This design comes from an exercise in tuning for small area and a short achievable clock period on the open sky130 flow, not from production work.
The RTL was checked by simulation tests, not by an equivalence proof against the original design.

$ cat flow/config.mk
export PLATFORM = sky130hd
export DESIGN_NAME = mk_mac
export DESIGN_NICKNAME = mk_mac
export VERILOG_FILES = /design/flow/design.v
export SDC_FILE = /design/flow/constraint.sdc
export NUM_CORES = 8
export LEC_CHECK = 0
export CAP_MARGIN = 20
export CORE_MARGIN = 2
export CORE_UTILIZATION = 40
export SLEW_MARGIN = 20
$ cat flow/design.v
module mk_mac(CLK,
	      RST_N,
	      put_inp_A_a,
	      EN_put_inp_A,
	      RDY_put_inp_A,
	      put_inp_B_b,
	      EN_put_inp_B,
	      RDY_put_inp_B,
	      put_inp_C_c,
	      EN_put_inp_C,
	      RDY_put_inp_C,
	      put_inp_sel_sel,
	      EN_put_inp_sel,
	      RDY_put_inp_sel,
	      get_mac_op,
	      RDY_get_mac_op);
  input  CLK;
  input  RST_N;
  input  [15 : 0] put_inp_A_a;
  input  EN_put_inp_A;
  output RDY_put_inp_A;
  input  [15 : 0] put_inp_B_b;
  input  EN_put_inp_B;
  output RDY_put_inp_B;
  input  [31 : 0] put_inp_C_c;
  input  EN_put_inp_C;
  output RDY_put_inp_C;
  input  put_inp_sel_sel;
  input  EN_put_inp_sel;
  output RDY_put_inp_sel;
  output [31 : 0] get_mac_op;
  output RDY_get_mac_op;
  assign RDY_put_inp_A = 1'd1;
  assign RDY_put_inp_B = 1'd1;
  assign RDY_put_inp_C = 1'd1;
  assign RDY_put_inp_sel = 1'd1;
  assign RDY_get_mac_op = 1'd1;
  reg [15:0] rg_A, rg_B;
  reg [31:0] rg_C;
  reg        rg_sel;
  always @(posedge CLK) begin
    if (EN_put_inp_A)   rg_A   <= put_inp_A_a;
    if (EN_put_inp_B)   rg_B   <= put_inp_B_b;
    if (EN_put_inp_C)   rg_C   <= put_inp_C_c;
    if (EN_put_inp_sel) rg_sel <= put_inp_sel_sel;
  end
  reg [10:0] vld;    
  always @(posedge CLK) begin
    if (!RST_N) vld <= 11'd0;
    else        vld <= {vld[9:0], ~rg_sel};
  end
  wire [7:0] eA = rg_A[14:7];
  wire [7:0] eB = rg_B[14:7];
  wire zA = (eA == 8'd0), zB = (eB == 8'd0);
  wire iA = (eA == 8'd255), iB = (eB == 8'd255);
  wire cls_zi = (iA & zB) | (zA & iB);
  wire [1:0] cls_in = cls_zi ? 2'd0 : (zA | zB) ? 2'd1 : (iA | iB) ? 2'd2 : 2'd3;
  reg [1:0] lc;
  always @(posedge CLK)
    if (!rg_sel) lc <= cls_in;
  wire [7:0] e_sum = eA + eB - 8'd127;
  wire [7:0] e_clamp = (e_sum > 8'd1 && e_sum < 8'd254) ? e_sum : 8'd0;
  wire [7:0] exp_add = cls_zi ? 8'd255 : (zA | zB) ? 8'd0 : (iA | iB) ? 8'd255 : e_clamp;
  wire [15:0] prod = {1'b1, rg_A[6:0]} * {1'b1, rg_B[6:0]};
  reg        t0_s;
  reg [7:0]  t0_e;
  reg [15:0] t0_p;
  reg [31:0] t0_c;
  always @(posedge CLK) begin
    t0_s <= rg_A[15] ^ rg_B[15];
    t0_e <= exp_add;
    t0_p <= prod;
    t0_c <= rg_C;
  end
  wire [7:0] m1 = t0_p[15] ? t0_p[15:8] : t0_p[14:7];
  wire g1 = t0_p[15] ? t0_p[8] : t0_p[7];
  wire r1 = t0_p[15] ? t0_p[7] : t0_p[6];
  wire st1 = t0_p[15] ? (t0_p[6:0] != 7'd0) : (t0_p[5:0] != 6'd0);
  wire [8:0] m9 = {1'b0, m1} + {8'd0, r1 & (g1 | st1)};
  wire [7:0] e1 = t0_e + {7'd0, t0_p[15]} + {7'd0, m9[8]};
  wire [6:0] f1 = (e1 == 8'd255) ? 7'd0 : m9[6:0];
  reg        t1_s;
  reg [7:0]  t1_e;
  reg [6:0]  t1_f;
  reg [31:0] t1_c;
  always @(posedge CLK) begin
    t1_s <= t0_s;
    t1_e <= e1;
    t1_f <= f1;
    t1_c <= t0_c;
  end
  reg        t2_s;
  reg [7:0]  t2_e;
  reg [6:0]  t2_f;
  reg [31:0] t2_c;
  always @(posedge CLK) begin
    t2_s <= t1_s;
    t2_e <= t1_e;
    t2_f <= t1_f;
    t2_c <= t1_c;
  end
  wire [1:0] k3 = rg_sel ? lc : cls_in;
  reg        t3_s;
  reg [7:0]  t3_e;
  reg [6:0]  t3_f;
  reg [31:0] t3_c;
  always @(posedge CLK) begin
    t3_s <= t2_s;
    case (k3)
      2'd3: begin t3_e <= t2_e;   t3_f <= t2_f;    end
      2'd1: begin t3_e <= 8'd0;   t3_f <= 7'd0;    end
      2'd2: begin t3_e <= 8'd255; t3_f <= 7'd0;    end
      default: begin t3_e <= 8'd255; t3_f <= 7'h40; end
    endcase
    t3_c <= t2_c;
  end
  wire [22:0] mf = {t3_f, 16'd0};
  wire [7:0]  ce = t3_c[30:23];
  wire        swp = t3_e < ce;
  wire        bs  = swp ? t3_c[31] : t3_s;
  wire        ss  = swp ? t3_s : t3_c[31];
  wire [7:0]  be  = swp ? ce : t3_e;
  wire [7:0]  se  = swp ? t3_e : ce;
  wire [22:0] bf  = swp ? t3_c[22:0] : mf;
  wire [22:0] sf  = swp ? mf : t3_c[22:0];
  wire        exc = (be == 8'd255);
  wire        nan = (t3_c[22:0] != 23'd0) | (t3_f != 7'd0);
  wire        both0 = (be == 8'd0);
  wire [7:0]  dif = be - se;
  wire [26:0] smant = {1'b1, both0 ? 23'd0 : sf, 3'b0};
  wire [26:0] shf = exc ? 27'd0 : (smant >> dif);
  reg        t4_bs, t4_ss, t4_exc, t4_nan;
  reg [7:0]  t4_e;
  reg [22:0] t4_bf;
  reg [26:0] t4_sm;
  always @(posedge CLK) begin
    t4_bs  <= bs;
    t4_ss  <= ss;
    t4_exc <= exc;
    t4_nan <= nan;
    t4_e   <= be;
    t4_bf  <= both0 ? 23'd0 : bf;
    t4_sm  <= shf;
  end
  wire [26:0] bm = {1'b1, t4_bf, 3'b0};
  wire        ule = bm <= t4_sm;
  wire [27:0] a5 = {1'b0, ule ? t4_sm : bm};
  wire [27:0] b5 = {1'b0, ule ? bm : t4_sm};
  wire [27:0] sum = (t4_bs ^ t4_ss) ? a5 - b5 : a5 + b5;
  reg        t5_s, t5_exc, t5_nan;
  reg [7:0]  t5_e;
  reg [27:0] t5_m;
  always @(posedge CLK) begin
    t5_s   <= ule ? t4_ss : t4_bs;
    t5_exc <= t4_exc;
    t5_nan <= t4_nan;
    t5_e   <= t4_e;
    t5_m   <= sum;
  end
  reg [4:0] lz;
  integer i;
  always @* begin
    lz = 5'd0;
    for (i = 0; i < 26; i = i + 1)
      if (t5_m[i]) lz = 5'd25 - i[4:0];
  end
  wire [4:0]  lsc = lz + 5'd1;
  wire [25:0] lm = t5_m[25:0] << lsc;
  reg [22:0] n_f;
  reg [7:0]  n_e;
  reg        n_g, n_r, n_st;
  always @* begin
    if (t5_m[27]) begin
      n_f = t5_m[26:4]; n_e = t5_e + 8'd1;
      n_g = t5_m[4]; n_r = t5_m[3]; n_st = |t5_m[2:0];
    end else if (t5_m[26]) begin
      n_f = t5_m[25:3]; n_e = t5_e;
      n_g = t5_m[3]; n_r = t5_m[2]; n_st = |t5_m[1:0];
    end else begin
      n_f = lm[25:3]; n_e = t5_e - {3'd0, lsc};
      n_g = lm[3]; n_r = lm[2]; n_st = |lm[1:0];
    end
  end
  reg        t6_s, t6_rnd;
  reg [7:0]  t6_e;
  reg [22:0] t6_f;
  always @(posedge CLK) begin
    t6_s   <= t5_s;
    t6_e   <= t5_exc ? 8'd255 : n_e;
    t6_f   <= t5_exc ? (t5_nan ? 23'h400000 : 23'd0) : n_f;
    t6_rnd <= ~t5_exc & n_r & (n_g | n_st);
  end
  reg [31:0] t7, t8, t9, t10;
  always @(posedge CLK) begin
    t7  <= {t6_s, t6_e, t6_f + {22'd0, t6_rnd}};
    t8  <= t7;
    t9  <= t8;
    t10 <= t9;
  end
  reg [31:0] i8_r, i8_d1, i8_d2;
  wire signed [7:0]  i8_a = rg_A[7:0];
  wire signed [7:0]  i8_b = rg_B[7:0];
  wire signed [15:0] i8_p = i8_a * i8_b;
  always @(posedge CLK) begin
    if (rg_sel) i8_r <= {{16{i8_p[15]}}, i8_p} + rg_C;
    i8_d1 <= i8_r;
    i8_d2 <= i8_d1;
  end
  reg [31:0] rg_out;
  always @(posedge CLK)
    rg_out <= rg_sel ? i8_d2 : (vld[10] ? t10 : 32'd0);
  assign get_mac_op = rg_out;
endmodule
$ cat flow/constraint.sdc
create_clock -name core_clock -period 9.0 [get_ports {CLK}]
set_input_delay 1.8000 -clock core_clock [delete_from_list [all_inputs] [get_ports {CLK}]]
set_output_delay 1.8000 -clock core_clock [all_outputs]
set_load 0.01 [all_outputs]
$ cat flow/run.sh
#!/bin/bash
# synth_recipe.tcl (not shown) runs the flow's synth.tcl, then flattens the netlist and writes it again
# the make line also repeats each setting of config.mk as NAME=value (left out here)
make -C /OpenROAD-flow-scripts/flow DESIGN_CONFIG=/design/flow/config.mk WORK_HOME=/design/flow/orfs CLKGATE_MAP_FILE= SYNTH_SCRIPT=/design/flow/synth_recipe.tcl finish
==> reports/metrics.csv <==
metric;value;unit
busiest_layer;met2;
hold_path_class;flip-flop to flip-flop;
track_usage;0.194;
gp_congestion;0.913;
antenna_found_initial;1;
pre_cts_slack;0.687;ns
met1_usage;0.242;
rsz0062_at_grt;no;
clk-insertion-delay-late;0.63;ns
cts-buffers-inserted;68;
layout.cells.non_filler;4002;
yosys_most_used_dff;dfxtp_1;
cts-root-buf;clkbuf_16;
drcViolationCount;0;
worst_ep_arrival_time;8.82;ns
synth_edf_count;97;
initial_core_util;0.403;
critPathMaxStageDelay;0.79;ns
cts-hold-fix-buffers;0;
firstDrtPassIters;7;
final_common_cell;dfxtp_1;
cts_tree;yes;
end_kind;flip-flop;
die_x;278;um
cp_common_cell;a21oi_1;
gr-total-overflow;0;
grt_pass1_wl;118000;um
worstMarginPinSlew;1.10;ns
cts.path.max_buffers;3;
worstRegToRegCells;28;
fin_crit;8.44;ns
met2_usage;0.337;
placed_area;31900;um^2
max-cap-violations;0;
r2r-end;i8_r[30];
rows;100;
io_pins;108;
min_to;t1_c[21];
dieArea;77100;um^2
met3_usage;0.0278;
cp_max_fo;17;
cts_setup_buffers;0;
status;finished clean;
first_iter_violations;1698;
crit_slowest_cell;xnor2_2;
hold_start;t0_c[21];
design_area;34400;um^2
finalHoldViolations;0;
synth_area;29900;um^2
finalMaxSlewViolations;0;
h-tree-depth;3;
timing.hold.ws;0.309;ns
hold_path_depth;0;
ys_seq_area_frac;0.480;
rr_startpoint;rg_A[3];
avgSynthCellArea;10.4;um^2
crit_required;9.38;ns
wl;74900;um
ys_ff_latch;669;
synth.distinct_cells;94;
multi_input_area;14400;um^2
place.port_buffers;102;
clk_pin_slew;0.06;ns
slew_headroom;0.263;
setup_ws;0.563;ns
dp.cells;3877;
period_share;0.937;
async_flop_share;0;
core-area;74300;um^2
grt_pass1_vias;21100;
vias_per_cell;5.24;
crit_type;flip-flop to flip-flop;
hpwl;57100;um
finalSetupViolations;0;
max_freq;119;MHz
die_height;278;um
cp-start-kind;flip-flop;
final_cell_mix;dfxtp_1 (572), nand2_1 (263), inv_1 (203);
wl_per_cell;18.7;um
seqCellArea;14400;um^2
antenna_cells;0;
r2r_slack;0.56;ns
cts.sinks;669;
drtAntennaViolNets;0;
drive_above_1_share;0.0696;
fin_tns_setup;0;ns
synth_cells;2887;
vias;21000;
grt_max_degree;73;
utilization;0.462;
ys.warnings.count;1;
nNetsFinal;3312;
syn_to_final_growth;14.7;%
fin_skew;0.0315;ns
fill_cells;6901;
ctsResizeCount;0;
-- synthesized netlist by cell type (17+ instances only) --
library cell	n	area (um^2)
nor2_1	159	597
nor3_1	57	285
a22o_1	34	298
o21ai_0	140	701
nand2_1	263	987
and2_1	59	369
ha_1	172	2150
mux2i_1	56	561
edfxtp_1	97	2910
nand2b_1	29	181
and3_1	40	250
o21bai_1	17	128
xnor2_1	113	990
nand4_1	21	131
mux4_2	25	563
inv_1	203	762
clkbuf_1	78	293
dfxtp_1	572	11500
a31oi_1	18	113
nor4_1	31	194
nor2b_1	23	144
a211oi_1	24	180
a21oi_1	176	881
nand3_1	59	295
a21o_1	24	180
xor2_1	51	447
fa_1	91	1820
-- final cells by class --
type,count,area share
timing repair buffer,122,0.0341
multi-input combinational,1909,0.419
clock inverter,36,0.0163
tap,969,0.0353
clock buffer,89,0.0542
inverter,208,0.0227
sequential,669,0.418
-- critical path, delay by kind of cell (launching register included) --
kind	cells	cell delay, ns
compound gates	13	3.27
fa+ha+maj	6	2.72
xor+xnor	2	0.87
simple gates	5	0.64
flops	1	0.60
buf+inv	2	0.09
-- metal layers --
metal / part of all wire / vias to the layer above / routed length, um
met5: 0 / - / 0
met1: 0.43 / 10100 / 32500
met3: 0.040 / 159 / 2970
li1: - / 10200 / -
met4: 0.037 / 0 / 2800
met2: 0.49 / 529 / 36700
-- cell families (layout without fill, tap and decap cells) --
kind of cell	after synthesis	count (layout)	synth area share
AND/OR/NAND/NOR	794	794	0.128
flip-flops	669	669	0.480
AO/OA/AOI/OAI	582	582	0.125
buffers and inverters	314	455	0.0410
adder cells (fa/ha/maj)	263	263	0.133
XOR/XNOR	166	166	0.0490
multiplexers	98	98	0.0444
other	1	6	0.000125
-- how the worst max path moves through the flow --
stage | endpoint | from | slack [ns] | depth (start not counted)
after floorplan | i8_r[31] | rg_A[1] | 1.60 | 28
after global placement | i8_r[30] | rg_A[2] | 0.99 | 28
after detailed placement | i8_r[30] | rg_A[3] | 0.69 | 28
after CTS | i8_r[30] | rg_A[3] | 0.70 | 28
after global routing | i8_r[28] | rg_A[2] | 0.15 | 28
final | i8_r[30] | rg_A[3] | 0.56 | 28

## separate check: timing with driven ports
How much do the figures lean on ideal ports? The routed layout below was timed once more, with nothing changed but the port constraints. Step 1, drivers: a clkbuf_16 drives CLK and a buf_2 each remaining input, both assumed. Step 2 times the ports against the registers' clock, not the clock port: input delays grow and output delays shrink by t, the midpoint of the rising clock arrivals with the driver on. a / b / c = ideal / step 1 / step 2; a / b = the first two.
t (ns): 0.672
slack for setup (ns): 0.563 / 0.563 / 0.563
latest minus earliest clock arrival (ns): 0.040 / 0.040
slew at the worst register clock pin (ns): 0.07 / 0.07
cell pins on the clock port's net: 1
After both steps this run still meets setup and hold. For this run, drivers alone change the setup slack by 0.000 ns; drivers and shift together by 0.000 ns.
